Source: an optimization exercise on an open RTL-to-GDS flow (aim: small area, a short achievable clock period and few clock cycles per item). Production flows keep margins and buffers that such runs may drop.
Function not checked in this run: the RTL went through the layout flow alone.
No activity file was given, so power comes from the tool's default toggle rates.

==> flow/design.v <==
module fp_carpma(
    input clk_i, rst_i, en_i,
    input [31:0] x1_i, x2_i,
    output [31:0] sonuc_o,
    output done_o
    );
  wire zero = ~|x1_i | ~|x2_i;
  wire [23:0] ma = {1'b1, x1_i[22:0]};
  wire [23:0] mb = {1'b1, x2_i[22:0]};
  reg [1:0] cnt_q;           
  reg [24:0] s_q, c_q;     
  reg cy_q;                  
  reg [7:0] e_q;
  reg sg_q;
  reg z_q;
  wire run = en_i & ~rst_i;
  wire hold = cnt_q[1];
  wire c0 = ~cnt_q[1] & ~cnt_q[0];
  wire c1 = cnt_q[0];
  wire [25:0] pa = {s_q, cy_q};
  wire [25:0] pb = {c_q, cy_q};
  wire [25:0] pg = pa & pb, pp = pa ^ pb;
  wire ag0_1 = pg[1] | (pp[1] & pg[0]);
  wire ap0_1 = pp[1] & pp[0];
  wire ag0_3 = pg[3] | (pp[3] & pg[2]);
  wire ap0_3 = pp[3] & pp[2];
  wire ag0_5 = pg[5] | (pp[5] & pg[4]);
  wire ap0_5 = pp[5] & pp[4];
  wire ag0_7 = pg[7] | (pp[7] & pg[6]);
  wire ap0_7 = pp[7] & pp[6];
  wire ag0_9 = pg[9] | (pp[9] & pg[8]);
  wire ap0_9 = pp[9] & pp[8];
  wire ag0_11 = pg[11] | (pp[11] & pg[10]);
  wire ap0_11 = pp[11] & pp[10];
  wire ag0_13 = pg[13] | (pp[13] & pg[12]);
  wire ap0_13 = pp[13] & pp[12];
  wire ag0_15 = pg[15] | (pp[15] & pg[14]);
  wire ap0_15 = pp[15] & pp[14];
  wire ag0_17 = pg[17] | (pp[17] & pg[16]);
  wire ap0_17 = pp[17] & pp[16];
  wire ag0_19 = pg[19] | (pp[19] & pg[18]);
  wire ap0_19 = pp[19] & pp[18];
  wire ag0_21 = pg[21] | (pp[21] & pg[20]);
  wire ap0_21 = pp[21] & pp[20];
  wire ag0_23 = pg[23] | (pp[23] & pg[22]);
  wire ap0_23 = pp[23] & pp[22];
  wire ag0_25 = pg[25] | (pp[25] & pg[24]);
  wire ap0_25 = pp[25] & pp[24];
  wire ag1_2 = pg[2] | (pp[2] & ag0_1);
  wire ap1_2 = pp[2] & ap0_1;
  wire ag1_3 = ag0_3 | (ap0_3 & ag0_1);
  wire ap1_3 = ap0_3 & ap0_1;
  wire ag1_6 = pg[6] | (pp[6] & ag0_5);
  wire ap1_6 = pp[6] & ap0_5;
  wire ag1_7 = ag0_7 | (ap0_7 & ag0_5);
  wire ap1_7 = ap0_7 & ap0_5;
  wire ag1_10 = pg[10] | (pp[10] & ag0_9);
  wire ap1_10 = pp[10] & ap0_9;
  wire ag1_11 = ag0_11 | (ap0_11 & ag0_9);
  wire ap1_11 = ap0_11 & ap0_9;
  wire ag1_14 = pg[14] | (pp[14] & ag0_13);
  wire ap1_14 = pp[14] & ap0_13;
  wire ag1_15 = ag0_15 | (ap0_15 & ag0_13);
  wire ap1_15 = ap0_15 & ap0_13;
  wire ag1_18 = pg[18] | (pp[18] & ag0_17);
  wire ap1_18 = pp[18] & ap0_17;
  wire ag1_19 = ag0_19 | (ap0_19 & ag0_17);
  wire ap1_19 = ap0_19 & ap0_17;
  wire ag1_22 = pg[22] | (pp[22] & ag0_21);
  wire ap1_22 = pp[22] & ap0_21;
  wire ag1_23 = ag0_23 | (ap0_23 & ag0_21);
  wire ap1_23 = ap0_23 & ap0_21;
  wire ag2_4 = pg[4] | (pp[4] & ag1_3);
  wire ap2_4 = pp[4] & ap1_3;
  wire ag2_5 = ag0_5 | (ap0_5 & ag1_3);
  wire ap2_5 = ap0_5 & ap1_3;
  wire ag2_6 = ag1_6 | (ap1_6 & ag1_3);
  wire ap2_6 = ap1_6 & ap1_3;
  wire ag2_7 = ag1_7 | (ap1_7 & ag1_3);
  wire ap2_7 = ap1_7 & ap1_3;
  wire ag2_12 = pg[12] | (pp[12] & ag1_11);
  wire ap2_12 = pp[12] & ap1_11;
  wire ag2_13 = ag0_13 | (ap0_13 & ag1_11);
  wire ap2_13 = ap0_13 & ap1_11;
  wire ag2_14 = ag1_14 | (ap1_14 & ag1_11);
  wire ap2_14 = ap1_14 & ap1_11;
  wire ag2_15 = ag1_15 | (ap1_15 & ag1_11);
  wire ap2_15 = ap1_15 & ap1_11;
  wire ag2_20 = pg[20] | (pp[20] & ag1_19);
  wire ap2_20 = pp[20] & ap1_19;
  wire ag2_21 = ag0_21 | (ap0_21 & ag1_19);
  wire ap2_21 = ap0_21 & ap1_19;
  wire ag2_22 = ag1_22 | (ap1_22 & ag1_19);
  wire ap2_22 = ap1_22 & ap1_19;
  wire ag2_23 = ag1_23 | (ap1_23 & ag1_19);
  wire ap2_23 = ap1_23 & ap1_19;
  wire ag3_8 = pg[8] | (pp[8] & ag2_7);
  wire ap3_8 = pp[8] & ap2_7;
  wire ag3_9 = ag0_9 | (ap0_9 & ag2_7);
  wire ap3_9 = ap0_9 & ap2_7;
  wire ag3_10 = ag1_10 | (ap1_10 & ag2_7);
  wire ap3_10 = ap1_10 & ap2_7;
  wire ag3_11 = ag1_11 | (ap1_11 & ag2_7);
  wire ap3_11 = ap1_11 & ap2_7;
  wire ag3_12 = ag2_12 | (ap2_12 & ag2_7);
  wire ap3_12 = ap2_12 & ap2_7;
  wire ag3_13 = ag2_13 | (ap2_13 & ag2_7);
  wire ap3_13 = ap2_13 & ap2_7;
  wire ag3_14 = ag2_14 | (ap2_14 & ag2_7);
  wire ap3_14 = ap2_14 & ap2_7;
  wire ag3_15 = ag2_15 | (ap2_15 & ag2_7);
  wire ap3_15 = ap2_15 & ap2_7;
  wire ag3_24 = pg[24] | (pp[24] & ag2_23);
  wire ap3_24 = pp[24] & ap2_23;
  wire ag3_25 = ag0_25 | (ap0_25 & ag2_23);
  wire ap3_25 = ap0_25 & ap2_23;
  wire ag4_16 = pg[16] | (pp[16] & ag3_15);
  wire ap4_16 = pp[16] & ap3_15;
  wire ag4_17 = ag0_17 | (ap0_17 & ag3_15);
  wire ap4_17 = ap0_17 & ap3_15;
  wire ag4_18 = ag1_18 | (ap1_18 & ag3_15);
  wire ap4_18 = ap1_18 & ap3_15;
  wire ag4_19 = ag1_19 | (ap1_19 & ag3_15);
  wire ap4_19 = ap1_19 & ap3_15;
  wire ag4_20 = ag2_20 | (ap2_20 & ag3_15);
  wire ap4_20 = ap2_20 & ap3_15;
  wire ag4_21 = ag2_21 | (ap2_21 & ag3_15);
  wire ap4_21 = ap2_21 & ap3_15;
  wire ag4_22 = ag2_22 | (ap2_22 & ag3_15);
  wire ap4_22 = ap2_22 & ap3_15;
  wire ag4_23 = ag2_23 | (ap2_23 & ag3_15);
  wire ap4_23 = ap2_23 & ap3_15;
  wire ag4_24 = ag3_24 | (ap3_24 & ag3_15);
  wire ap4_24 = ap3_24 & ap3_15;
  wire ag4_25 = ag3_25 | (ap3_25 & ag3_15);
  wire ap4_25 = ap3_25 & ap3_15;
  wire [25:0] sm = pp ^ {ag4_24, ag4_23, ag4_22, ag4_21, ag4_20, ag4_19, ag4_18, ag4_17, ag4_16, ag3_15, ag3_14, ag3_13, ag3_12, ag3_11, ag3_10, ag3_9, ag3_8, ag2_7, ag2_6, ag2_5, ag2_4, ag1_3, ag1_2, ag0_1, pg[0], 1'b0};
  wire [25:0] r1 = sm;
  wire [24:0] ra = r1[25:1];
  wire [36:0] rin = ({12'd0, ra} & {37{c1}}) | ({ra, 12'd0} & {37{hold}});
  wire [12:0] lx = {mb[11:0], 1'b0};
  wire [12:0] hx = {mb[23:12], 1'b0};
  wire [5:0] ng, one, two;
  wire q11 = (mb[11] & c0) | (mb[23] & c1);
  genvar g;
  generate for (g = 0; g < 6; g = g + 1) begin : bd
    wire l0 = lx[2*g], l1 = lx[2*g+1], l2 = lx[2*g+2];
    wire h0 = hx[2*g], h1 = hx[2*g+1], h2 = hx[2*g+2];
    assign ng[g] = (l2 & c0) | (h2 & c1);
    assign one[g] = ((l1 ^ l0) & c0) | ((h1 ^ h0) & c1);
    assign two[g] = (((l2 & ~l1 & ~l0) | (~l2 & l1 & l0)) & c0) |
                    (((h2 & ~h1 & ~h0) | (~h2 & h1 & h0)) & c1);
  end endgenerate
  wire [24:0] bp0 = (({1'b0, ma} & {25{one[0]}}) | ({ma, 1'b0} & {25{two[0]}})) ^ {25{ng[0]}};
  wire [24:0] bp1 = (({1'b0, ma} & {25{one[1]}}) | ({ma, 1'b0} & {25{two[1]}})) ^ {25{ng[1]}};
  wire [24:0] bp2 = (({1'b0, ma} & {25{one[2]}}) | ({ma, 1'b0} & {25{two[2]}})) ^ {25{ng[2]}};
  wire [24:0] bp3 = (({1'b0, ma} & {25{one[3]}}) | ({ma, 1'b0} & {25{two[3]}})) ^ {25{ng[3]}};
  wire [24:0] bp4 = (({1'b0, ma} & {25{one[4]}}) | ({ma, 1'b0} & {25{two[4]}})) ^ {25{ng[4]}};
  wire [24:0] bp5 = (({1'b0, ma} & {25{one[5]}}) | ({ma, 1'b0} & {25{two[5]}})) ^ {25{ng[5]}};
  wire [23:0] pr = ma & {24{q11}};
  wire fs0 = rin[1] ^ ng[0] ^ bp0[0];
  wire fc0 = (rin[1] & ng[0]) | (rin[1] & bp0[0]) | (ng[0] & bp0[0]);
  wire fs1 = rin[3] ^ ng[1] ^ bp0[2];
  wire fc1 = (rin[3] & ng[1]) | (rin[3] & bp0[2]) | (ng[1] & bp0[2]);
  wire fs2 = rin[4] ^ bp0[3] ^ bp1[1];
  wire fc2 = (rin[4] & bp0[3]) | (rin[4] & bp1[1]) | (bp0[3] & bp1[1]);
  wire fs3 = rin[5] ^ ng[2] ^ bp0[4];
  wire fc3 = (rin[5] & ng[2]) | (rin[5] & bp0[4]) | (ng[2] & bp0[4]);
  wire fs4 = rin[6] ^ bp0[5] ^ bp1[3];
  wire fc4 = (rin[6] & bp0[5]) | (rin[6] & bp1[3]) | (bp0[5] & bp1[3]);
  wire fs5 = rin[7] ^ ng[3] ^ bp0[6];
  wire fc5 = (rin[7] & ng[3]) | (rin[7] & bp0[6]) | (ng[3] & bp0[6]);
  wire fs6 = bp1[4] ^ bp2[2] ^ bp3[0];
  wire fc6 = (bp1[4] & bp2[2]) | (bp1[4] & bp3[0]) | (bp2[2] & bp3[0]);
  wire fs7 = rin[8] ^ bp0[7] ^ bp1[5];
  wire fc7 = (rin[8] & bp0[7]) | (rin[8] & bp1[5]) | (bp0[7] & bp1[5]);
  wire fs8 = rin[9] ^ ng[4] ^ bp0[8];
  wire fc8 = (rin[9] & ng[4]) | (rin[9] & bp0[8]) | (ng[4] & bp0[8]);
  wire fs9 = bp1[6] ^ bp2[4] ^ bp3[2];
  wire fc9 = (bp1[6] & bp2[4]) | (bp1[6] & bp3[2]) | (bp2[4] & bp3[2]);
  wire fs10 = rin[10] ^ bp0[9] ^ bp1[7];
  wire fc10 = (rin[10] & bp0[9]) | (rin[10] & bp1[7]) | (bp0[9] & bp1[7]);
  wire fs11 = bp2[5] ^ bp3[3] ^ bp4[1];
  wire fc11 = (bp2[5] & bp3[3]) | (bp2[5] & bp4[1]) | (bp3[3] & bp4[1]);
  wire fs12 = rin[11] ^ ng[5] ^ bp0[10];
  wire fc12 = (rin[11] & ng[5]) | (rin[11] & bp0[10]) | (ng[5] & bp0[10]);
  wire fs13 = bp1[8] ^ bp2[6] ^ bp3[4];
  wire fc13 = (bp1[8] & bp2[6]) | (bp1[8] & bp3[4]) | (bp2[6] & bp3[4]);
  wire fs14 = rin[12] ^ bp0[11] ^ bp1[9];
  wire fc14 = (rin[12] & bp0[11]) | (rin[12] & bp1[9]) | (bp0[11] & bp1[9]);
  wire hs0 = bp2[7] ^ bp3[5];
  wire hc0 = bp2[7] & bp3[5];
  wire fs15 = rin[13] ^ pr[0] ^ bp0[12];
  wire fc15 = (rin[13] & pr[0]) | (rin[13] & bp0[12]) | (pr[0] & bp0[12]);
  wire fs16 = bp1[10] ^ bp2[8] ^ bp3[6];
  wire fc16 = (bp1[10] & bp2[8]) | (bp1[10] & bp3[6]) | (bp2[8] & bp3[6]);
  wire fs17 = rin[14] ^ pr[1] ^ bp0[13];
  wire fc17 = (rin[14] & pr[1]) | (rin[14] & bp0[13]) | (pr[1] & bp0[13]);
  wire fs18 = bp1[11] ^ bp2[9] ^ bp3[7];
  wire fc18 = (bp1[11] & bp2[9]) | (bp1[11] & bp3[7]) | (bp2[9] & bp3[7]);
  wire fs19 = rin[15] ^ pr[2] ^ bp0[14];
  wire fc19 = (rin[15] & pr[2]) | (rin[15] & bp0[14]) | (pr[2] & bp0[14]);
  wire fs20 = bp1[12] ^ bp2[10] ^ bp3[8];
  wire fc20 = (bp1[12] & bp2[10]) | (bp1[12] & bp3[8]) | (bp2[10] & bp3[8]);
  wire fs21 = rin[16] ^ pr[3] ^ bp0[15];
  wire fc21 = (rin[16] & pr[3]) | (rin[16] & bp0[15]) | (pr[3] & bp0[15]);
  wire fs22 = bp1[13] ^ bp2[11] ^ bp3[9];
  wire fc22 = (bp1[13] & bp2[11]) | (bp1[13] & bp3[9]) | (bp2[11] & bp3[9]);
  wire fs23 = rin[17] ^ pr[4] ^ bp0[16];
  wire fc23 = (rin[17] & pr[4]) | (rin[17] & bp0[16]) | (pr[4] & bp0[16]);
  wire fs24 = bp1[14] ^ bp2[12] ^ bp3[10];
  wire fc24 = (bp1[14] & bp2[12]) | (bp1[14] & bp3[10]) | (bp2[12] & bp3[10]);
  wire fs25 = rin[18] ^ pr[5] ^ bp0[17];
  wire fc25 = (rin[18] & pr[5]) | (rin[18] & bp0[17]) | (pr[5] & bp0[17]);
  wire fs26 = bp1[15] ^ bp2[13] ^ bp3[11];
  wire fc26 = (bp1[15] & bp2[13]) | (bp1[15] & bp3[11]) | (bp2[13] & bp3[11]);
  wire fs27 = rin[19] ^ pr[6] ^ bp0[18];
  wire fc27 = (rin[19] & pr[6]) | (rin[19] & bp0[18]) | (pr[6] & bp0[18]);
  wire fs28 = bp1[16] ^ bp2[14] ^ bp3[12];
  wire fc28 = (bp1[16] & bp2[14]) | (bp1[16] & bp3[12]) | (bp2[14] & bp3[12]);
  wire fs29 = rin[20] ^ pr[7] ^ bp0[19];
  wire fc29 = (rin[20] & pr[7]) | (rin[20] & bp0[19]) | (pr[7] & bp0[19]);
  wire fs30 = bp1[17] ^ bp2[15] ^ bp3[13];
  wire fc30 = (bp1[17] & bp2[15]) | (bp1[17] & bp3[13]) | (bp2[15] & bp3[13]);
  wire fs31 = rin[21] ^ pr[8] ^ bp0[20];
  wire fc31 = (rin[21] & pr[8]) | (rin[21] & bp0[20]) | (pr[8] & bp0[20]);
  wire fs32 = bp1[18] ^ bp2[16] ^ bp3[14];
  wire fc32 = (bp1[18] & bp2[16]) | (bp1[18] & bp3[14]) | (bp2[16] & bp3[14]);
  wire fs33 = rin[22] ^ pr[9] ^ bp0[21];
  wire fc33 = (rin[22] & pr[9]) | (rin[22] & bp0[21]) | (pr[9] & bp0[21]);
  wire fs34 = bp1[19] ^ bp2[17] ^ bp3[15];
  wire fc34 = (bp1[19] & bp2[17]) | (bp1[19] & bp3[15]) | (bp2[17] & bp3[15]);
  wire fs35 = rin[23] ^ pr[10] ^ bp0[22];
  wire fc35 = (rin[23] & pr[10]) | (rin[23] & bp0[22]) | (pr[10] & bp0[22]);
  wire fs36 = bp1[20] ^ bp2[18] ^ bp3[16];
  wire fc36 = (bp1[20] & bp2[18]) | (bp1[20] & bp3[16]) | (bp2[18] & bp3[16]);
  wire fs37 = rin[24] ^ pr[11] ^ bp0[23];
  wire fc37 = (rin[24] & pr[11]) | (rin[24] & bp0[23]) | (pr[11] & bp0[23]);
  wire fs38 = bp1[21] ^ bp2[19] ^ bp3[17];
  wire fc38 = (bp1[21] & bp2[19]) | (bp1[21] & bp3[17]) | (bp2[19] & bp3[17]);
  wire fs39 = rin[25] ^ pr[12] ^ bp0[24];
  wire fc39 = (rin[25] & pr[12]) | (rin[25] & bp0[24]) | (pr[12] & bp0[24]);
  wire fs40 = bp1[22] ^ bp2[20] ^ bp3[18];
  wire fc40 = (bp1[22] & bp2[20]) | (bp1[22] & bp3[18]) | (bp2[20] & bp3[18]);
  wire fs41 = 1'b1 ^ rin[26] ^ pr[13];
  wire fc41 = (1'b1 & rin[26]) | (1'b1 & pr[13]) | (rin[26] & pr[13]);
  wire fs42 = ~ng[0] ^ bp1[23] ^ bp2[21];
  wire fc42 = (~ng[0] & bp1[23]) | (~ng[0] & bp2[21]) | (bp1[23] & bp2[21]);
  wire hs1 = bp3[19] ^ bp4[17];
  wire hc1 = bp3[19] & bp4[17];
  wire fs43 = 1'b1 ^ rin[27] ^ pr[14];
  wire fc43 = (1'b1 & rin[27]) | (1'b1 & pr[14]) | (rin[27] & pr[14]);
  wire fs44 = bp1[24] ^ bp2[22] ^ bp3[20];
  wire fc44 = (bp1[24] & bp2[22]) | (bp1[24] & bp3[20]) | (bp2[22] & bp3[20]);
  wire hs2 = bp4[18] ^ bp5[16];
  wire hc2 = bp4[18] & bp5[16];
  wire fs45 = rin[28] ^ pr[15] ^ ~ng[1];
  wire fc45 = (rin[28] & pr[15]) | (rin[28] & ~ng[1]) | (pr[15] & ~ng[1]);
  wire fs46 = bp2[23] ^ bp3[21] ^ bp4[19];
  wire fc46 = (bp2[23] & bp3[21]) | (bp2[23] & bp4[19]) | (bp3[21] & bp4[19]);
  wire fs47 = 1'b1 ^ rin[29] ^ pr[16];
  wire fc47 = (1'b1 & rin[29]) | (1'b1 & pr[16]) | (rin[29] & pr[16]);
  wire hs3 = bp2[24] ^ bp3[22];
  wire hc3 = bp2[24] & bp3[22];
  wire fs48 = rin[30] ^ pr[17] ^ ~ng[2];
  wire fc48 = (rin[30] & pr[17]) | (rin[30] & ~ng[2]) | (pr[17] & ~ng[2]);
  wire hs4 = 1'b1 ^ rin[31];
  wire hc4 = 1'b1 & rin[31];
  wire fs49 = rin[2] ^ bp0[1] ^ fc0;
  wire fc49 = (rin[2] & bp0[1]) | (rin[2] & fc0) | (bp0[1] & fc0);
  wire fs50 = bp1[2] ^ bp2[0] ^ fc2;
  wire fc50 = (bp1[2] & bp2[0]) | (bp1[2] & fc2) | (bp2[0] & fc2);
  wire fs51 = bp2[1] ^ fc3 ^ fs4;
  wire fc51 = (bp2[1] & fc3) | (bp2[1] & fs4) | (fc3 & fs4);
  wire fs52 = fc4 ^ fs5 ^ fs6;
  wire fc52 = (fc4 & fs5) | (fc4 & fs6) | (fs5 & fs6);
  wire fs53 = bp2[3] ^ bp3[1] ^ fc5;
  wire fc53 = (bp2[3] & bp3[1]) | (bp2[3] & fc5) | (bp3[1] & fc5);
  wire fs54 = bp4[0] ^ fc7 ^ fs8;
  wire fc54 = (bp4[0] & fc7) | (bp4[0] & fs8) | (fc7 & fs8);
  wire fs55 = fc8 ^ fc9 ^ fs10;
  wire fc55 = (fc8 & fc9) | (fc8 & fs10) | (fc9 & fs10);
  wire fs56 = bp4[2] ^ bp5[0] ^ fc10;
  wire fc56 = (bp4[2] & bp5[0]) | (bp4[2] & fc10) | (bp5[0] & fc10);
  wire fs57 = fc11 ^ fs12 ^ fs13;
  wire fc57 = (fc11 & fs12) | (fc11 & fs13) | (fs12 & fs13);
  wire fs58 = bp4[3] ^ bp5[1] ^ hs0;
  wire fc58 = (bp4[3] & bp5[1]) | (bp4[3] & hs0) | (bp5[1] & hs0);
  wire fs59 = fc12 ^ fc13 ^ fs14;
  wire fc59 = (fc12 & fc13) | (fc12 & fs14) | (fc13 & fs14);
  wire fs60 = bp4[4] ^ bp5[2] ^ hc0;
  wire fc60 = (bp4[4] & bp5[2]) | (bp4[4] & hc0) | (bp5[2] & hc0);
  wire fs61 = fc14 ^ fs15 ^ fs16;
  wire fc61 = (fc14 & fs15) | (fc14 & fs16) | (fs15 & fs16);
  wire fs62 = bp4[5] ^ bp5[3] ^ fc15;
  wire fc62 = (bp4[5] & bp5[3]) | (bp4[5] & fc15) | (bp5[3] & fc15);
  wire fs63 = fc16 ^ fs17 ^ fs18;
  wire fc63 = (fc16 & fs17) | (fc16 & fs18) | (fs17 & fs18);
  wire fs64 = bp4[6] ^ bp5[4] ^ fc17;
  wire fc64 = (bp4[6] & bp5[4]) | (bp4[6] & fc17) | (bp5[4] & fc17);
  wire fs65 = fc18 ^ fs19 ^ fs20;
  wire fc65 = (fc18 & fs19) | (fc18 & fs20) | (fs19 & fs20);
  wire fs66 = bp4[7] ^ bp5[5] ^ fc19;
  wire fc66 = (bp4[7] & bp5[5]) | (bp4[7] & fc19) | (bp5[5] & fc19);
  wire fs67 = fc20 ^ fs21 ^ fs22;
  wire fc67 = (fc20 & fs21) | (fc20 & fs22) | (fs21 & fs22);
  wire fs68 = bp4[8] ^ bp5[6] ^ fc21;
  wire fc68 = (bp4[8] & bp5[6]) | (bp4[8] & fc21) | (bp5[6] & fc21);
  wire fs69 = fc22 ^ fs23 ^ fs24;
  wire fc69 = (fc22 & fs23) | (fc22 & fs24) | (fs23 & fs24);
  wire fs70 = bp4[9] ^ bp5[7] ^ fc23;
  wire fc70 = (bp4[9] & bp5[7]) | (bp4[9] & fc23) | (bp5[7] & fc23);
  wire fs71 = fc24 ^ fs25 ^ fs26;
  wire fc71 = (fc24 & fs25) | (fc24 & fs26) | (fs25 & fs26);
  wire fs72 = bp4[10] ^ bp5[8] ^ fc25;
  wire fc72 = (bp4[10] & bp5[8]) | (bp4[10] & fc25) | (bp5[8] & fc25);
  wire fs73 = fc26 ^ fs27 ^ fs28;
  wire fc73 = (fc26 & fs27) | (fc26 & fs28) | (fs27 & fs28);
  wire fs74 = bp4[11] ^ bp5[9] ^ fc27;
  wire fc74 = (bp4[11] & bp5[9]) | (bp4[11] & fc27) | (bp5[9] & fc27);
  wire fs75 = fc28 ^ fs29 ^ fs30;
  wire fc75 = (fc28 & fs29) | (fc28 & fs30) | (fs29 & fs30);
  wire fs76 = bp4[12] ^ bp5[10] ^ fc29;
  wire fc76 = (bp4[12] & bp5[10]) | (bp4[12] & fc29) | (bp5[10] & fc29);
  wire fs77 = fc30 ^ fs31 ^ fs32;
  wire fc77 = (fc30 & fs31) | (fc30 & fs32) | (fs31 & fs32);
  wire fs78 = bp4[13] ^ bp5[11] ^ fc31;
  wire fc78 = (bp4[13] & bp5[11]) | (bp4[13] & fc31) | (bp5[11] & fc31);
  wire fs79 = fc32 ^ fs33 ^ fs34;
  wire fc79 = (fc32 & fs33) | (fc32 & fs34) | (fs33 & fs34);
  wire fs80 = bp4[14] ^ bp5[12] ^ fc33;
  wire fc80 = (bp4[14] & bp5[12]) | (bp4[14] & fc33) | (bp5[12] & fc33);
  wire fs81 = fc34 ^ fs35 ^ fs36;
  wire fc81 = (fc34 & fs35) | (fc34 & fs36) | (fs35 & fs36);
  wire fs82 = bp4[15] ^ bp5[13] ^ fc35;
  wire fc82 = (bp4[15] & bp5[13]) | (bp4[15] & fc35) | (bp5[13] & fc35);
  wire fs83 = fc36 ^ fs37 ^ fs38;
  wire fc83 = (fc36 & fs37) | (fc36 & fs38) | (fs37 & fs38);
  wire fs84 = bp4[16] ^ bp5[14] ^ fc37;
  wire fc84 = (bp4[16] & bp5[14]) | (bp4[16] & fc37) | (bp5[14] & fc37);
  wire fs85 = fc38 ^ fs39 ^ fs40;
  wire fc85 = (fc38 & fs39) | (fc38 & fs40) | (fs39 & fs40);
  wire fs86 = bp5[15] ^ fs41 ^ hs1;
  wire fc86 = (bp5[15] & fs41) | (bp5[15] & hs1) | (fs41 & hs1);
  wire fs87 = fc39 ^ fc40 ^ fs42;
  wire fc87 = (fc39 & fc40) | (fc39 & fs42) | (fc40 & fs42);
  wire fs88 = fc41 ^ hc1 ^ fs43;
  wire fc88 = (fc41 & hc1) | (fc41 & fs43) | (hc1 & fs43);
  wire fs89 = hs2 ^ fc42 ^ fs44;
  wire fc89 = (hs2 & fc42) | (hs2 & fs44) | (fc42 & fs44);
  wire fs90 = bp5[17] ^ fc43 ^ hc2;
  wire fc90 = (bp5[17] & fc43) | (bp5[17] & hc2) | (fc43 & hc2);
  wire fs91 = fs45 ^ fc44 ^ fs46;
  wire fc91 = (fs45 & fc44) | (fs45 & fs46) | (fc44 & fs46);
  wire fs92 = bp4[20] ^ bp5[18] ^ fc45;
  wire fc92 = (bp4[20] & bp5[18]) | (bp4[20] & fc45) | (bp5[18] & fc45);
  wire fs93 = fs47 ^ hs3 ^ fc46;
  wire fc93 = (fs47 & hs3) | (fs47 & fc46) | (hs3 & fc46);
  wire fs94 = bp3[23] ^ bp4[21] ^ bp5[19];
  wire fc94 = (bp3[23] & bp4[21]) | (bp3[23] & bp5[19]) | (bp4[21] & bp5[19]);
  wire fs95 = fc47 ^ hc3 ^ fs48;
  wire fc95 = (fc47 & hc3) | (fc47 & fs48) | (hc3 & fs48);
  wire fs96 = hs4 ^ pr[18] ^ bp3[24];
  wire fc96 = (hs4 & pr[18]) | (hs4 & bp3[24]) | (pr[18] & bp3[24]);
  wire fs97 = bp4[22] ^ bp5[20] ^ fc48;
  wire fc97 = (bp4[22] & bp5[20]) | (bp4[22] & fc48) | (bp5[20] & fc48);
  wire fs98 = rin[32] ^ hc4 ^ pr[19];
  wire fc98 = (rin[32] & hc4) | (rin[32] & pr[19]) | (hc4 & pr[19]);
  wire fs99 = ~ng[3] ^ bp4[23] ^ bp5[21];
  wire fc99 = (~ng[3] & bp4[23]) | (~ng[3] & bp5[21]) | (bp4[23] & bp5[21]);
  wire fs100 = 1'b1 ^ rin[33] ^ pr[20];
  wire fc100 = (1'b1 & rin[33]) | (1'b1 & pr[20]) | (rin[33] & pr[20]);
  wire hs5 = bp4[24] ^ bp5[22];
  wire hc5 = bp4[24] & bp5[22];
  wire fs101 = rin[34] ^ pr[21] ^ ~ng[4];
  wire fc101 = (rin[34] & pr[21]) | (rin[34] & ~ng[4]) | (pr[21] & ~ng[4]);
  wire hs6 = 1'b1 ^ rin[35];
  wire hc6 = 1'b1 & rin[35];
  wire fs102 = bp1[0] ^ fs1 ^ fc49;
  wire fc102 = (bp1[0] & fs1) | (bp1[0] & fc49) | (fs1 & fc49);
  wire fs103 = fc6 ^ fs7 ^ fc52;
  wire fc103 = (fc6 & fs7) | (fc6 & fc52) | (fs7 & fc52);
  wire fs104 = fs9 ^ fc53 ^ fs54;
  wire fc104 = (fs9 & fc53) | (fs9 & fs54) | (fc53 & fs54);
  wire fs105 = fs11 ^ fc54 ^ fs55;
  wire fc105 = (fs11 & fc54) | (fs11 & fs55) | (fc54 & fs55);
  wire fs106 = fc55 ^ fs56 ^ fs57;
  wire fc106 = (fc55 & fs56) | (fc55 & fs57) | (fs56 & fs57);
  wire fs107 = fs58 ^ fc56 ^ fc57;
  wire fc107 = (fs58 & fc56) | (fs58 & fc57) | (fc56 & fc57);
  wire fs108 = fc58 ^ fs60 ^ fc59;
  wire fc108 = (fc58 & fs60) | (fc58 & fc59) | (fs60 & fc59);
  wire fs109 = fc60 ^ fc61 ^ fs62;
  wire fc109 = (fc60 & fc61) | (fc60 & fs62) | (fc61 & fs62);
  wire fs110 = fc62 ^ fc63 ^ fs64;
  wire fc110 = (fc62 & fc63) | (fc62 & fs64) | (fc63 & fs64);
  wire fs111 = fc64 ^ fc65 ^ fs66;
  wire fc111 = (fc64 & fc65) | (fc64 & fs66) | (fc65 & fs66);
  wire fs112 = fc66 ^ fc67 ^ fs68;
  wire fc112 = (fc66 & fc67) | (fc66 & fs68) | (fc67 & fs68);
  wire fs113 = fc68 ^ fc69 ^ fs70;
  wire fc113 = (fc68 & fc69) | (fc68 & fs70) | (fc69 & fs70);
  wire fs114 = fc70 ^ fc71 ^ fs72;
  wire fc114 = (fc70 & fc71) | (fc70 & fs72) | (fc71 & fs72);
  wire fs115 = fc72 ^ fc73 ^ fs74;
  wire fc115 = (fc72 & fc73) | (fc72 & fs74) | (fc73 & fs74);
  wire fs116 = fc74 ^ fc75 ^ fs76;
  wire fc116 = (fc74 & fc75) | (fc74 & fs76) | (fc75 & fs76);
  wire fs117 = fc76 ^ fc77 ^ fs78;
  wire fc117 = (fc76 & fc77) | (fc76 & fs78) | (fc77 & fs78);
  wire fs118 = fc78 ^ fc79 ^ fs80;
  wire fc118 = (fc78 & fc79) | (fc78 & fs80) | (fc79 & fs80);
  wire fs119 = fc80 ^ fc81 ^ fs82;
  wire fc119 = (fc80 & fc81) | (fc80 & fs82) | (fc81 & fs82);
  wire fs120 = fc82 ^ fc83 ^ fs84;
  wire fc120 = (fc82 & fc83) | (fc82 & fs84) | (fc83 & fs84);
  wire fs121 = fs86 ^ fc84 ^ fc85;
  wire fc121 = (fs86 & fc84) | (fs86 & fc85) | (fc84 & fc85);
  wire fs122 = fc86 ^ fs88 ^ fc87;
  wire fc122 = (fc86 & fs88) | (fc86 & fc87) | (fs88 & fc87);
  wire fs123 = fc88 ^ fs90 ^ fc89;
  wire fc123 = (fc88 & fs90) | (fc88 & fc89) | (fs90 & fc89);
  wire fs124 = fc90 ^ fs92 ^ fc91;
  wire fc124 = (fc90 & fs92) | (fc90 & fc91) | (fs92 & fc91);
  wire fs125 = fs94 ^ fc92 ^ fs95;
  wire fc125 = (fs94 & fc92) | (fs94 & fs95) | (fc92 & fs95);
  wire fs126 = fc94 ^ fs96 ^ fc95;
  wire fc126 = (fc94 & fs96) | (fc94 & fc95) | (fs96 & fc95);
  wire fs127 = fs98 ^ fc96 ^ fs99;
  wire fc127 = (fs98 & fc96) | (fs98 & fs99) | (fc96 & fs99);
  wire fs128 = fc98 ^ fs100 ^ hs5;
  wire fc128 = (fc98 & fs100) | (fc98 & hs5) | (fs100 & hs5);
  wire fs129 = bp5[23] ^ fc100 ^ hc5;
  wire fc129 = (bp5[23] & fc100) | (bp5[23] & hc5) | (fc100 & hc5);
  wire fs130 = hs6 ^ pr[22] ^ bp5[24];
  wire fc130 = (hs6 & pr[22]) | (hs6 & bp5[24]) | (pr[22] & bp5[24]);
  wire fs131 = rin[36] ^ hc6 ^ pr[23];
  wire fc131 = (rin[36] & hc6) | (rin[36] & pr[23]) | (hc6 & pr[23]);
  wire fs132 = fc1 ^ fs2 ^ fc102;
  wire fc132 = (fc1 & fs2) | (fc1 & fc102) | (fs2 & fc102);
  wire hs7 = fs3 ^ fs50;
  wire hc7 = fs3 & fs50;
  wire hs8 = fc50 ^ fs51;
  wire hc8 = fc50 & fs51;
  wire hs9 = fc51 ^ fs52;
  wire hc9 = fc51 & fs52;
  wire hs10 = fs53 ^ fs103;
  wire hc10 = fs53 & fs103;
  wire hs11 = fc103 ^ fs104;
  wire hc11 = fc103 & fs104;
  wire hs12 = fc104 ^ fs105;
  wire hc12 = fc104 & fs105;
  wire hs13 = fc105 ^ fs106;
  wire hc13 = fc105 & fs106;
  wire fs133 = fs59 ^ fc106 ^ fs107;
  wire fc133 = (fs59 & fc106) | (fs59 & fs107) | (fc106 & fs107);
  wire fs134 = fs61 ^ fc107 ^ fs108;
  wire fc134 = (fs61 & fc107) | (fs61 & fs108) | (fc107 & fs108);
  wire fs135 = fs63 ^ fc108 ^ fs109;
  wire fc135 = (fs63 & fc108) | (fs63 & fs109) | (fc108 & fs109);
  wire fs136 = fs65 ^ fc109 ^ fs110;
  wire fc136 = (fs65 & fc109) | (fs65 & fs110) | (fc109 & fs110);
  wire fs137 = fs67 ^ fc110 ^ fs111;
  wire fc137 = (fs67 & fc110) | (fs67 & fs111) | (fc110 & fs111);
  wire fs138 = fs69 ^ fc111 ^ fs112;
  wire fc138 = (fs69 & fc111) | (fs69 & fs112) | (fc111 & fs112);
  wire fs139 = fs71 ^ fc112 ^ fs113;
  wire fc139 = (fs71 & fc112) | (fs71 & fs113) | (fc112 & fs113);
  wire fs140 = fs73 ^ fc113 ^ fs114;
  wire fc140 = (fs73 & fc113) | (fs73 & fs114) | (fc113 & fs114);
  wire fs141 = fs75 ^ fc114 ^ fs115;
  wire fc141 = (fs75 & fc114) | (fs75 & fs115) | (fc114 & fs115);
  wire fs142 = fs77 ^ fc115 ^ fs116;
  wire fc142 = (fs77 & fc115) | (fs77 & fs116) | (fc115 & fs116);
  wire fs143 = fs79 ^ fc116 ^ fs117;
  wire fc143 = (fs79 & fc116) | (fs79 & fs117) | (fc116 & fs117);
  wire fs144 = fs81 ^ fc117 ^ fs118;
  wire fc144 = (fs81 & fc117) | (fs81 & fs118) | (fc117 & fs118);
  wire fs145 = fs83 ^ fc118 ^ fs119;
  wire fc145 = (fs83 & fc118) | (fs83 & fs119) | (fc118 & fs119);
  wire fs146 = fs85 ^ fc119 ^ fs120;
  wire fc146 = (fs85 & fc119) | (fs85 & fs120) | (fc119 & fs120);
  wire fs147 = fs87 ^ fc120 ^ fs121;
  wire fc147 = (fs87 & fc120) | (fs87 & fs121) | (fc120 & fs121);
  wire fs148 = fs89 ^ fc121 ^ fs122;
  wire fc148 = (fs89 & fc121) | (fs89 & fs122) | (fc121 & fs122);
  wire fs149 = fs91 ^ fc122 ^ fs123;
  wire fc149 = (fs91 & fc122) | (fs91 & fs123) | (fc122 & fs123);
  wire fs150 = fs93 ^ fc123 ^ fs124;
  wire fc150 = (fs93 & fc123) | (fs93 & fs124) | (fc123 & fs124);
  wire fs151 = fc93 ^ fs125 ^ fc124;
  wire fc151 = (fc93 & fs125) | (fc93 & fc124) | (fs125 & fc124);
  wire fs152 = fs97 ^ fc125 ^ fs126;
  wire fc152 = (fs97 & fc125) | (fs97 & fs126) | (fc125 & fs126);
  wire fs153 = fc97 ^ fs127 ^ fc126;
  wire fc153 = (fc97 & fs127) | (fc97 & fc126) | (fs127 & fc126);
  wire fs154 = fc99 ^ fs128 ^ fc127;
  wire fc154 = (fc99 & fs128) | (fc99 & fc127) | (fs128 & fc127);
  wire fs155 = fs101 ^ fc128 ^ fs129;
  wire fc155 = (fs101 & fc128) | (fs101 & fs129) | (fc128 & fs129);
  wire fs156 = fc101 ^ fs130 ^ fc129;
  wire fc156 = (fc101 & fs130) | (fc101 & fc129) | (fs130 & fc129);
  wire fs157 = ~ng[5] ^ fs131 ^ fc130;
  wire fc157 = (~ng[5] & fs131) | (~ng[5] & fc130) | (fs131 & fc130);
  wire [36:0] ts = {fs157, fc155, fs155, fs154, fc152, fs152, fc150, fc149, fc148, fc147, fc146, fc145, fc144, fc143, fc142, fc141, fc140, fc139, fc138, fc137, fc136, fc135, fc134, fc133, hc13, hc12, hc11, hc10, hc9, hc8, hc7, hs7, fs132, fs102, fs49, fs0, rin[0]};
  wire [36:0] tc = {fc156, fs156, fc154, fc153, fs153, fc151, fs151, fs150, fs149, fs148, fs147, fs146, fs145, fs144, fs143, fs142, fs141, fs140, fs139, fs138, fs137, fs136, fs135, fs134, fs133, hs13, hs12, hs11, hs10, hs9, hs8, fc132, 1'b0, 1'b0, 1'b0, 1'b0, 1'b0};
  wire [12:0] lo_sum = ts[11:0] + tc[11:0];
  always @(posedge clk_i) begin
    cnt_q <= run ? (hold ? cnt_q : cnt_q + 2'd1) : 2'd0;
    s_q <= ts[36:12];
    c_q <= tc[36:12];
    cy_q <= lo_sum[12];
    e_q <= x1_i[30:23] + x2_i[30:23] + 8'd129;
    sg_q <= x1_i[31] ^ x2_i[31];
    z_q <= zero;
  end
  wire [22:0] man = ra[24] ? ra[23:1] : ra[22:0];
  wire [7:0] e_inc = e_q + 8'd1;
  wire [7:0] e = ra[24] ? e_inc : e_q;
  assign sonuc_o = {sg_q, e, man} & {32{~z_q}};
  assign done_o = hold;
endmodule
==> flow/flow/run.sh <==
#!/bin/bash
set -uo pipefail
export BUFFER_PORTS_ARGS="-buffer_cell sky130_fd_sc_hd__buf_1"
export SYNTH_ARGS="-noabc"
bash standard.sh > flow.log 2>&1
==> flow/standard.sh <==
#!/bin/bash
# synth_recipe.tcl (not shown) runs the flow's synth.tcl, then flattens the netlist and writes it again
# the make line also repeats each setting of config.mk as NAME=value (left out here)
make -C /OpenROAD-flow-scripts/flow DESIGN_CONFIG=/design/flow/config.mk WORK_HOME=/design/flow/orfs CLKGATE_MAP_FILE= SYNTH_SCRIPT=/design/flow/synth_recipe.tcl "${@:-finish}"
==> flow/config.mk <==
export PLATFORM = sky130hd
export DESIGN_NAME = fp_carpma
export DESIGN_NICKNAME = fp_carpma
export VERILOG_FILES = /design/flow/design.v
export SDC_FILE = /design/flow/constraint.sdc
export NUM_CORES = 4
export LEC_CHECK = 0
export ABC_AREA = 1
export CAP_MARGIN = 20
export CORE_MARGIN = 2
export CORE_UTILIZATION = 40
export SETUP_SLACK_MARGIN = 4.75
export SLEW_MARGIN = 20
==> flow/constraint.sdc <==
create_clock -name core_clock -period 10.0 [get_ports {clk_i}]
set_input_delay 2.0000 -clock core_clock [delete_from_list [all_inputs] [get_ports {clk_i}]]
set_output_delay 2.0000 -clock core_clock [all_outputs]
set_load 0.01 [all_outputs]
==> results.sh <==
export IMPL_status="timing/DRC/antenna clean"
export IMPL_crit_path_end_kind="flop"
export IMPL_fillers=2586
export IMPL_track_usage_pct=24.2
export IMPL_clock_fmax_mhz=190
export IMPL_synthesis_nets=1535
export IMPL_criticalPathCategory="in -> reg"
export IMPL_start_util_pct=40.5
export IMPL_clk_pin_slew_ps=60
export IMPL_syn_mean_instance_area_um2=8.36
export IMPL_num_vias=9210
export IMPL_cts_hold_buf=0
export IMPL_root_buffer="clkbuf_16"
export IMPL_syn_area_um2=10500
export IMPL_cts_made_buffers=9
export IMPL_worst_slew_pin_slew_ps=916
export IMPL_gp_congestion=0.874
export IMPL_critPathMostFrequentCell="fa_1"
export IMPL_drt_iter0_markers=947
export IMPL_crit_path_start_kind="input port"
export IMPL_vdd_drop_max_mv=0.339
export IMPL_fin_crit_ps=5260
export IMPL_clockBufferDepth=2
export IMPL_synth_top_area_share_pct=29.5
export IMPL_synthAdderAreaFrac_pct=37.0
export IMPL_finalWirelength_um=33100
export IMPL_drc=0
export IMPL_synth_edf_count=0
export IMPL_path_max_fanout=7
export IMPL_yosys_area_top_type="fa_1"
export IMPL_synth_ff_latch_count=63
export IMPL_die_h_um=166
export IMPL_grt_ovfl_total=0
export IMPL_numClockSinks=63
export IMPL_ys_seq_area_share_pct=12.1
export IMPL_finalNetCount=1614
export IMPL_row_count=59
export IMPL_h_tree_depth=3
export IMPL_drt_pass1_iter_count=5
export IMPL_grt_pass1_vias=9145
export IMPL_num_antenna_cells=0
export IMPL_synth_xor_area_share_pct=14.7
export IMPL_synth_top_family_by_area="adder cells"
export IMPL_grt_pass1_wl_um=52100
export IMPL_fin_hold_ws_ps=800
export IMPL_tritoncts="done"
export IMPL_regArea_um2=1260
export IMPL_finalNonFillerCells=1670
export IMPL_coreArea_um2=25800
export IMPL_powerDensity_nw_per_um2=411
export IMPL_crit_chain="buf_1, inv_1, nand3_1, nand2_4, clkinvlp_4, buf_4, o22ai_1, xor2_1, fa_1, fa_1, fa_1, ha_1, ha_1, a21oi_1, nor2_1, a211oi_1, nand2_1"
export IMPL_cp_slowest_stage_delay_ps=540
export IMPL_dieWidth_um=166
export IMPL_place_inst=1617
export IMPL_dp_hpwl_um=24300
export IMPL_timing_hold_violations_final=0
export IMPL_yosysMostFrequentCell="nand2_1"
export IMPL_io_pins=100
export IMPL_grt_max_degree=36
export IMPL_setup_viol=0
export IMPL_synth_ff_type="dfxtp_1"
export IMPL_insertion_delay_ps=340
export IMPL_crit_arrival_ps=5490
export IMPL_wl_per_cell_um=19.8
export IMPL_ys_types=44
export IMPL_async_flop_share_pct=0
export IMPL_vias_per_cell=5.51
export IMPL_synth_simple_gate_area_share_pct=13.5
export IMPL_dieArea_um2=27400
export IMPL_worstPathRequired_ps=10230
export IMPL_finClkSkew_ps=7.79
export IMPL_syn_to_final_growth_pct=13.0
export IMPL_slew_headroom_pct=38.5
export IMPL_slew_violations=0
export IMPL_synth_compound_area_share_pct=13.7
export IMPL_netlist_top_cells_count="nand2_1, xor2_1, fa_1"
export IMPL_ant_nets=0
export IMPL_ys_top_cells_by_area="fa_1, xor2_1, dfxtp_1, o22ai_1, ha_1"
export IMPL_drive_above_1_share_pct=10.6
export IMPL_fin_crit_sh_pct=52.6
export IMPL_syn_inst=1251
export IMPL_synth_area_mux_share_pct=0
export IMPL_fin_setup_tns_ps=0
export IMPL_p_leak_nw=5.46
export IMPL_cap_violations=0
export IMPL_hp_class="reg -> reg"
export IMPL_crit_path_top_delay_cell="fa_1"
export IMPL_rsz0062_at_grt="yes"
export IMPL_multi_input_area_um2=8420
export IMPL_yosysWarnings=1
export IMPL_port_buffers=99
export IMPL_antenna_found_initial=0
final cells by class:
type,instances,share of cell area (%)
clock inverters,7,0.688
multi-input cells,960,71.2
clock buffers,9,1.91
flip-flops and latches,63,10.7
repair inverters,7,0.371
repair buffers,141,6.53
inverters,148,5.04
well taps,335,3.55
layer usage:
metal | GRT usage (%) | wire [µm]
met3 | 7.19 | 3350
met4 | 9.07 | 1080
met1 | 33.5 | 14300
met5 | 0 | 0
met2 | 35.9 | 14300
sequential cells by signal, summed over array words and instances (netlist names):
signal / cells
c_q: 25
s_q: 25
e_q: 8
cnt_q: 2
cy_q: 1
sg_q: 1
z_q: 1
worst max-delay path, delay by kind of cell:
family / cells / cell delay [ps]
xor+xnor: 1 / 110
fa+ha+maj: 5 / 1970
buf+inv: 4 / 560
simple gates: 4 / 400
compound gates: 3 / 440
cell families (layout without fill, tap and decap cells):
family          Yosys count  count (layout)
simple gates            328             328
compound gates          240             240
buf+inv                 228             312
fa+ha+maj               217             217
xor+xnor                175             175
flops                    63              63
cell usage in the layout, fill, tap and decap left out, types with 5 or more instances in the layout:
| cell type | n |
|---|---|
| nand2_1 | 171 |
| nor3_1 | 8 |
| nand2_4 | 7 |
| fa_2 | 5 |
| buf_1 | 91 |
| nor2_1 | 71 |
| fa_1 | 149 |
| nand3_1 | 29 |
| inv_2 | 8 |
| o21ai_1 | 11 |
| ha_1 | 63 |
| inv_1 | 131 |
| o22ai_1 | 132 |
| o22ai_2 | 6 |
| nand4_1 | 6 |
| xnor2_1 | 12 |
| a21oi_2 | 7 |
| dfxtp_1 | 63 |
| a21oi_1 | 47 |
| nor4_1 | 13 |
| xor2_1 | 162 |
| clkbuf_16 | 9 |
| buf_4 | 38 |
| nand2_2 | 9 |
| buf_2 | 8 |
| o21ai_0 | 22 |
| clkinvlp_4 | 15 |
final timing paths:
kind | from | endpoint | slack (ps) | cells past startpoint
min | cnt_q[1]$_SDFF_PN0_ | cnt_q[0]$_SDFFE_PN0N_ | 800 | 2
min reg2reg | cnt_q[1]$_SDFF_PN0_ | cnt_q[0]$_SDFFE_PN0N_ | 800 | 2
max reg2reg | cnt_q[1]$_SDFF_PN0_ | cy_q$_DFF_P_ | 4920 | 15
max | x2_i[12] | cy_q$_DFF_P_ | 4740 | 17
repair_timing:
action                                  CTS  global route
pin swaps                                 8             7
buffers inserted                         22             6
cloned                                    9             0
endpoints found under the setup margin    2            43
resized for setup                        48            14
metrics by stage:
stage	utilization [%]	setup slack, ps	instance area, µm²	power, mW
global route	45.7	4540	11800	5.42
detailed placement	42.7	3960	11000	4.44
CTS	45.4	4730	11700	4.83
finish	45.7	4740	11800	4.86
floorplan	-	4700	10500	3.29
global placement	42.7	3970	11000	4.35
where the power goes:
| part | leakage (nW) | switching, mW | internal, mW |
|---|---|---|---|
| Clock | 0.140 | 0.125 | 0.196 |
| Sequential | 0.530 | 0.0532 | 0.427 |
| Combinational | 4.79 | 2.53 | 1.53 |

## port drivers added, routing unchanged
Ports are ideal in the flow. The routed layout listed here was re-timed in OpenROAD.
Step 1 assumes that a clkbuf_16 drives the clock port and a buf_2 every other input.
Step 2 also shifts input and output timing later by t, the mid clock arrival at the registers, as if the neighbouring blocks saw the same clock.
Three values: no drivers, after step 1, after step 2; two values: the first two.
t (ns): 0.384
slack for setup (ns): 4.738 / 4.766 / 4.383
hold WS [ns]: 0.800 / 0.800 / 0.800
latest minus earliest clock arrival (ns): 0.009 / 0.009
worst register clock-pin slew, ns: 0.06 / 0.06
After both steps setup and hold are still met in this run. The setup slack of this run moves by +0.028 ns with the drivers and by -0.355 ns with both steps.
